This is an optimization exercise on Yosys and OpenROAD, whose aim is small area and a short achievable clock period, not a production implementation.
In this exercise RTL edits were held to simulation tests only and were not proved equivalent to the original.

==> flow/design.v (outline; a module is shown in full before it is edited, if it fits) <==
// module bubble_sort: 868 lines
// module sort_mux16: 5 lines
// module sort_mux1: 3 lines
// module sort_inv: 3 lines
// module sort_inv16: 3 lines
// module sort_cmp: 27 lines
// module sort_xnor: 3 lines
// module sort_mux2i: 3 lines
// module sort_mux2: 3 lines
// module sort_nand2: 3 lines
// module sort_nor2: 3 lines
module bubble_sort (
    input  logic         clk,
    input  logic         rst_n,
    input  logic         in_vld,
    input  logic [255:0] data_in,
    output logic         out_vld,
    output logic [255:0] data_o
);
  // ...
==> flow/run.sh <==
#!/bin/bash
# synth_recipe.tcl (not shown) runs the flow's synth.tcl, then flattens the netlist and writes it again
# the make line also repeats each setting of config.mk as NAME=value (left out here)
make -C /OpenROAD-flow-scripts/flow DESIGN_CONFIG=/design/flow/config.mk WORK_HOME=/design/flow/orfs CLKGATE_MAP_FILE= SYNTH_SCRIPT=/design/flow/synth_recipe.tcl finish
==> flow/config.mk <==
export PLATFORM = sky130hd
export DESIGN_NAME = bubble_sort
export DESIGN_NICKNAME = bubble_sort
export VERILOG_FILES = /design/flow/design.v
export SDC_FILE = /design/flow/constraint.sdc
export NUM_CORES = 4
export LEC_CHECK = 0
export CAP_MARGIN = 20
export CORE_MARGIN = 2
export CORE_UTILIZATION = 50
export SLEW_MARGIN = 20
export SYNTH_HIERARCHICAL = 1
export SYNTH_MINIMUM_KEEP_SIZE = 0
==> flow/constraint.sdc <==
create_clock -name core_clock -period 45.0 [get_ports {clk}]
set_input_delay 9.0000 -clock core_clock [delete_from_list [all_inputs] [get_ports {clk}]]
set_output_delay 9.0000 -clock core_clock [all_outputs]
set_load 0.01 [all_outputs]
==> summary.txt, run 1 <==
WP data arrival - 1.58 ns
DRC errors left - 0
Logic inverters - 400
clk root buf - clkbuf_16
period utilisation layout - 23.51%
outcome - finished clean
leading area contributor after synthesis - dfxtp_1
dpl cells - 7451
final core utilization - 60.18%
clock buffer depth - 3
Hold Violations, Final - 0
Setup crit start - r2_4[3]
Slew HR - 13.22%
GR peak layer - met2
max layer used - met4
Multi-input gate area - 32280 µm²
Peak Freq - 94.51 MHz
GRT Total Usage - 36.71%
Worst Setup End Kind - primary output
worst slack at placement - 34.33 ns
TritonCTS Buffers - 79
adder-cell share of the synthesized area - 0%
Non-clock buffer share - 8.830%
layout cells sized above 1 - 3.157%
Yosys reg bits - 799
Top FF cell, synth - dfxtp_1
area delta synth->final - 19.13%
crit path max fanout - 1
met3 usage - 5.769%
global route overflow - 0
register area - 16010 µm²
worst path cell trace - clkdlybuf4s50_1
Setup-failing EPs final - 0
==> run 2, diff against run 1 <==
--- a/flow/config.mk
+++ b/flow/config.mk
@@ -7,7 +7,7 @@
 export LEC_CHECK = 0
 export CAP_MARGIN = 20
 export CORE_MARGIN = 2
-export CORE_UTILIZATION = 50
+export CORE_UTILIZATION = 40
 export SLEW_MARGIN = 20
 export SYNTH_HIERARCHICAL = 1
 export SYNTH_MINIMUM_KEEP_SIZE = 0
==> run 2 against run 1 <==
Flip-flop and latch count is the same. Clock-buffer cell count grew 9. Final area grew 1.2%. Highest routed layer is now met5. Synthesized area is the same. Die area grew 25%. Non-clock buffer count shrank 3. Clock skew shrank 0.0036 ns. Fmax shrank 0.25%.
==> summary.txt, run 2 <==
outcome - finished clean
Async SR Flop Fraction - 0.3755%
postcts setup bufs - 0
Mapped Cells - 5639
via count - 49.36k
Mean Syn Cell Area - 8.830 µm²
CTS tree - yes
Worst-path clk slew - 0.06 ns
Top FF cell, synth - dfxtp_1
clk sinks - 799
first-pass GRT wire length - 290000 µm
fin nets - 6506
clk latency of the worst-skew pair - 0.69 ns
DP HPWL - 165700 µm
final hold slack - 0.3248 ns
worst path cell trace - clkdlybuf4s50_1
TritonCTS Buffers - 83 (+5.1%)
post-synthesis sequential area ratio - 32.15%
Crit path required time - 36.00 ns
most frequent cells in the layout - 1920 x o22ai_1, 900 x xnor2_1, 900 x mux2i_1
global route overflow - 0 (unchanged)
Post-Route WL - 202100 µm
syn nets - 5898
leading area contributor after synthesis - dfxtp_1
Design Area, Final - 60040 µm²
DR pass1 iterations - 6
critical path buffer and inverter count - 1
synth warn - 7
Peak Freq - 94.27 MHz (-0.25%)
area delta synth->final - 20.59%
area share of the largest cell type after synthesis - 32.00%
Yosys reg bits - 799 (unchanged)
antenna viol nets, final - 0
final core utilization - 48.56% (-12 points)
Worst Setup End Kind - primary output
synth cell count leaders - 1920 x o22ai_1, 900 x mux2i_1, 900 x xnor2_1
I/O pin cnt - 516
core area - 123600 µm²
synth top area cells - dfxtp_1 32%, o22ai_1 24%, mux2i_1 18%
number of vias per cell - 6.206
CP top delay family - buffers and inverters
Slew HR - 21.28% (+8.1 points)
Startpoint Class - flop
CP Class - flop to primary output
RSZ-0062 raised after global routing - no
count of cell types in the netlist - 9
number of enable flip-flop cells after synthesis - 0
most frequent cell after synthesis - o22ai_1
DRC errors left - 0 (unchanged)
placed inst area - 57050 µm²
vias in the first global route - 45.47k
most common cell after layout, fill and taps aside - o22ai_1
WP data arrival - 1.61 ns (+0.03 ns)
initial antenna violation count - 2
Hold Crit Class - flop to flop
GR Util met1 - 37.28%
Setup-failing EPs final - 0 (unchanged)
H-Tree Depth - 3
Die X - 356.8 µm
die height - 356.8 µm
M2 GR Usage - 49.67%
R2R Setup Slk - 35.29 ns
FP Rows - 129
post-cts resize count - 0
period utilisation layout - 23.57% (+0.060 points)
crit path max fanout - 1 (unchanged)
GR peak layer - met2
Avg WL per Cell - 25.41 µm
Max-Cap Viols - 0
Max stage delay on crit path - 0.55 ns
Hold Violations, Final - 0 (unchanged)
clk root buf - clkbuf_16
Initial Utilization - 40.27%
total die area - 127300 µm²
clock buffer depth - 3 (unchanged)
# hold bufs at CTS - 0
final slew viol count - 0
Period minus WS final - 10.61 ns
Clock Skew - 0.02964 ns
GPL Wtd Cong - 1.066
number of port buffers - 515
setup TNS - 0 ns
GRT Total Usage - 30.06% (-6.6 points)
Starting DRT DRC Count - 5440
filler instances - 11.96k
met3 usage - 4.444% (-1.3 points)
layout cells sized above 1 - 3.247% (+0.090 points)
CP max-delay cell - clkdlybuf4s50_1
Mapped Area - 49790 µm²
worst-margin pin slew - 1.181 ns
largest net degree at the start of global routing - 17
==> run 2: cell types whose count changed in the layout (fill, tap and decap cells not counted), sizes merged <==
| cell | previous run | this run |
|---|---|---|
| inv | 408 | 406 |
| buf | 10 | 7 |
| bufinv | 8 | 14 |
| clkinv | 17 | 13 |
| clkbuf | 104 | 113 |
| clkinvlp | 3 | 7 |
==> run 2: logic make-up (layout without fill, tap and decap cells) <==
group,count (synthesis),in the layout,share of synthesized area (%)
compound gates,1920,1920,24.12
mux,960,960,19.90
xor+xnor,900,900,15.83
flops,799,799,32.15
simple gates,660,660,4.975
buf+inv,400,1075,3.015
other cells,0,2,0
==> run 2: final cells by class <==
class | instances | area, µm² | share of cell area [%]
multi-input combinational | 4440 | 32280 | 53.76
sequential | 799 | 16010 | 26.67
timing repair buffer | 523 | 5215 | 8.685
clock inverter | 40 | 633.1 | 1.054
tap | 1637 | 2048 | 3.411
inverter | 400 | 1501 | 2.501
antenna | 2 | 5.005 | 0.008335
clock buffer | 112 | 2349 | 3.911
==> run 2: path summary, 6_finish.rpt <==
path / start / end / cells past startpoint
setup / recovery: r2_11[3] / data_o[179] / 1
hold / removal: r1_0[11] / r2_0[11] / 0
setup reg to reg: t_1_4_8_q / t_6_2_6_q / 35
hold reg to reg: r1_0[11] / r2_0[11] / 0
max in group asynchronous: rst_n / vld_q[1] / 1
min in group asynchronous: rst_n / vld_q[0] / 1
==> run 2: layer usage <==
| layer | vias up | wire, µm |
|---|---|---|
| met3 | 541 | 15380 |
| met1 | 23380 | 81150 |
| met5 | - | 71 |
| met2 | 2607 | 92890 |
| li1 | 22830 | - |
| met4 | 4 | 12610 |
==> run 2: metrics by stage <==
| step | cells | setup WS (ns) |
|---|---|---|
| 5_1_grt | 7951 | 34.35 |
| 6_report | 7953 | 34.39 |
| 2_1_floorplan | 5639 | 35.02 |
| 3_5_place_dp | 7798 | 34.39 |
| 4_1_cts | 7950 | 34.33 |
| 3_3_place_gp | 7798 | 34.37 |
==> run 2: per-module statistics from Yosys, one instance, submodules excluded, excerpt <==
module	flops+latches	area, µm²
sort_mux2	0	15.01
sort_inv16	0	60.06
sort_mux1	0	6.256
bubble_sort	799	16010
sort_mux2i	0	10.01
sort_inv	0	3.754
sort_nand2	0	3.754
sort_nor2	0	3.754
sort_xnor	0	8.758
==> run 3, diff against run 2 <==
--- a/flow/config.mk
+++ b/flow/config.mk
@@ -7,7 +7,8 @@
 export LEC_CHECK = 0
 export CAP_MARGIN = 20
 export CORE_MARGIN = 2
-export CORE_UTILIZATION = 40
+export CORE_UTILIZATION = 50
+export CTS_BUF_LIST = sky130_fd_sc_hd__clkbuf_2 sky130_fd_sc_hd__clkbuf_4 sky130_fd_sc_hd__clkbuf_8
 export SLEW_MARGIN = 20
 export SYNTH_HIERARCHICAL = 1
 export SYNTH_MINIMUM_KEEP_SIZE = 0
==> run 3 against run 2 <==
Die area down 20%. Sequential share of layout area up 0.23 points. Largest cell class unchanged.
==> summary.txt, run 3 <==
outcome - finished clean
Setup-failing EPs final - 0 (unchanged)
worst r2r path cells - 35 (unchanged)
final slew viol count - 0 (unchanged)
antenna viol nets, final - 0 (unchanged)
count of cell types in the netlist - 9 (unchanged)
CP top delay family - buffers and inverters
reg2reg start - s_1_7_11_q
register area - 16010 µm² (unchanged)
area delta synth->final - 19.56%
reg-to-reg endpoint - s_6_2_6_q
M2 GR Usage - 58.35% (+8.7 points)
Startpoint Class - flop
worst hold path depth - 0 (unchanged)
Crit path required time - 36.00 ns (about the same)
RSZ-0062 raised after global routing - no
Post-Route WL - 199600 µm (-1.3%)
Clock Skew - 0.05068 ns (+0.02104 ns)
number of port buffers - 515 (unchanged)
die height - 319.6 µm (-10%)
synth warn - 7 (unchanged)
FP Rows - 115 (-11%)
synth top area cells - dfxtp_1 32%, o22ai_1 24%, mux2i_1 18%
critical path depth - 1 (unchanged)
syn nets - 5898 (unchanged)
most frequent cell after synthesis - o22ai_1
Multi-input gate area - 32290 µm² (about the same)
Worst Setup End Kind - primary output
WP data arrival - 1.75 ns (+0.14 ns)
vias in the first global route - 45.64k (+0.37%)
Setup crit start - r2_3[14]
Die X - 319.6 µm (-10%)
total die area - 102100 µm² (-20%)
clk latency of the worst-skew pair - 0.86 ns (+0.17 ns)
critical path buffer and inverter count - 1 (unchanged)
worst path cell trace - clkdlybuf4s50_1
post-route setup slack - 34.25 ns (-0.1410 ns)
GRT Total Usage - 36.88% (+6.8 points)
first-pass GRT wire length - 286400 µm (-1.2%)
fin nets - 6556 (+0.77%)
number of vias per cell - 6.528 (+5.2%)
Hold Violations, Final - 0 (unchanged)
# hold bufs at CTS - 0 (unchanged)
Initial Utilization - 50.52% (+10 points)
H-Tree Depth - 4 (+1)
Async SR Flop Fraction - 0.3755% (unchanged)
number of enable flip-flop cells after synthesis - 0 (unchanged)
Yosys reg bits - 799 (unchanged)
Hold Crit Class - flop to flop
critical path endpoint - data_o[62]
Max stage delay on crit path - 0.55 ns (about the same)
DP HPWL - 162200 µm (-2.1%)
layout cells sized above 1 - 4.693% (+1.4 points)
initial antenna violation count - 3 (+1)
met3 usage - 6.788% (+2.3 points)
Max-Cap Viols - 0 (unchanged)
core area - 98560 µm² (-20%)
GR peak layer - met2
GR Util met1 - 46.09% (+8.8 points)
Mapped Cells - 5639 (unchanged)
clk sinks - 799 (unchanged)
setup TNS - 0 ns (unchanged)
worst-margin pin slew - 1.352 ns (+0.1709 ns)
postcts setup bufs - 0 (unchanged)
worst slack at placement - 34.33 ns (-0.05780 ns)
leading area contributor after synthesis - dfxtp_1
crit path max fanout - 1 (unchanged)
DR pass1 iterations - 9 (+3)
most common cell after layout, fill and taps aside - o22ai_1
CP Class - flop to primary output
Slew HR - 9.880% (-11 points)
TritonCTS Buffers - 131 (+58%)
area share of the largest cell type after synthesis - 32.00% (unchanged)
Period minus WS final - 10.75 ns (+0.1410 ns)
global route overflow - 0 (unchanged)
R2R Setup Slk - 35.09 ns (-0.20 ns)
via count - 50.17k (+1.6%)
DRC errors left - 0 (unchanged)
most frequent cells in the layout - 1919 x o22ai_1, 900 x xnor2_1, 900 x mux2i_1
post-cts resize count - 0 (unchanged)
filler instances - 8841 (-26%)
GPL Wtd Cong - 1.112 (+4.3%)
clock buffer depth - 3 (unchanged)
largest net degree at the start of global routing - 17 (unchanged)
synth cell count leaders - 1920 x o22ai_1, 900 x mux2i_1, 900 x xnor2_1
Worst-path clk slew - 0.06 ns (about the same)
post-synthesis sequential area ratio - 32.15% (unchanged)
Top FF cell, synth - dfxtp_1
Mapped Area - 49790 µm² (unchanged)
I/O pin cnt - 516 (unchanged)
clk root buf - clkbuf_8
Mean Syn Cell Area - 8.830 µm² (unchanged)
CP max-delay cell - clkdlybuf4s50_1
Starting DRT DRC Count - 6603 (+21%)
Peak Freq - 93.03 MHz (-1.3%)
period utilisation layout - 23.89% (+0.31 points)
CTS tree - yes
Avg WL per Cell - 25.97 µm (+2.2%)
[run 3: cell counts after synthesis]
Identical to the previous run, type by type.
[run 3: worst min-delay path by stage]
stage             start       end  slack (ns)
2_1_floorplan   r1_0[0]   r2_0[0]        0.31
3_3_place_gp    r1_0[8]   r2_0[8]        0.31
3_5_place_dp   r1_15[2]  r2_15[2]        0.31
4_1_cts         r1_0[3]   r2_0[3]        0.30
5_1_grt         r1_0[3]   r2_0[3]        0.32
6_report        r1_0[3]   r2_0[3]        0.31
[run 3: per-module statistics from Yosys, one instance, submodules excluded, excerpt]
module       area, µm²  cells inside  flip-flops and latches
bubble_sort      16010           799                     799
sort_inv16       60.06            16                       0
sort_mux2        15.01             1                       0
sort_mux2i       10.01             1                       0
sort_mux1        6.256             1                       0
sort_inv         3.754             1                       0
[run 3: logic make-up after synthesis]
kind of cell | synth area share [%]
AOI/OAI and AO/OA | 24.12
DFF | 32.15
buffers and inverters | 3.015
muxes | 19.90
xor gates and xnor gates | 15.83
and+or+nand+nor | 4.975
[run 3: metrics by stage]
step                      cell area, µm²  hold slack (ns)  util (%)  cells
after floorplan                    49790           0.3096         -   5639
after global placement             56630           0.3124     57.45   7450
after detailed placement           56630           0.3121     57.46   7451
after CTS                          59510           0.3047     60.38   7680
after global routing               59530           0.3162     60.40   7683
final                              59530           0.3128     60.40   7685
[run 3: layout make-up]
| class | instances | area share, % |
|---|---|---|
| multi-input cells | 4440 | 54.23 |
| clock inverters | 34 | 0.6999 |
| repair buffers | 525 | 8.785 |
| inverters | 400 | 2.522 |
| flip-flops and latches | 799 | 26.89 |
| clock buffers | 195 | 4.140 |
| diodes | 5 | 0.02102 |
| well taps | 1287 | 2.705 |
[run 3: per-layer routing]
layer	vias up	routed length [µm]	share of wire [%]
met5	-	9	0.0045
li1	22970	-	-
met4	2	13930	7.0
met3	604	17440	8.7
met2	2914	88690	44
met1	23680	79490	40

afterwards: timing with drivers on the ports:
How much do the figures lean on ideal ports? The routed layouts below were timed once more, with nothing changed but the port constraints. Step 1 sets driving cells, clkbuf_16 on the clock port and buf_2 on the other inputs (assumed; they add their load-dependent delay and slew). Step 2, shift: input delay + t, output delay - t, t = (earliest + latest rising clock arrival at the registers) / 2. This alone moves slack from input paths to output paths. a / b / c = ideal / step 1 / step 2; a / b = the first two.
run	t (ns)	slack for setup (ns)	worst setup path at the end	worst slew at a driven data input, ns
run 1	0.744	34.419 / 34.340 / 34.295	input to register	0.06
run 2	0.760	34.392 / 34.312 / 34.331	input to register	0.06
run 3	0.910	34.251 / 34.176 / 34.316	input to register	0.06
After both steps setup and hold are still met in every run listed. For run 1, which loses most, drivers alone change the setup slack by -0.079 ns; drivers and shift together by -0.124 ns.
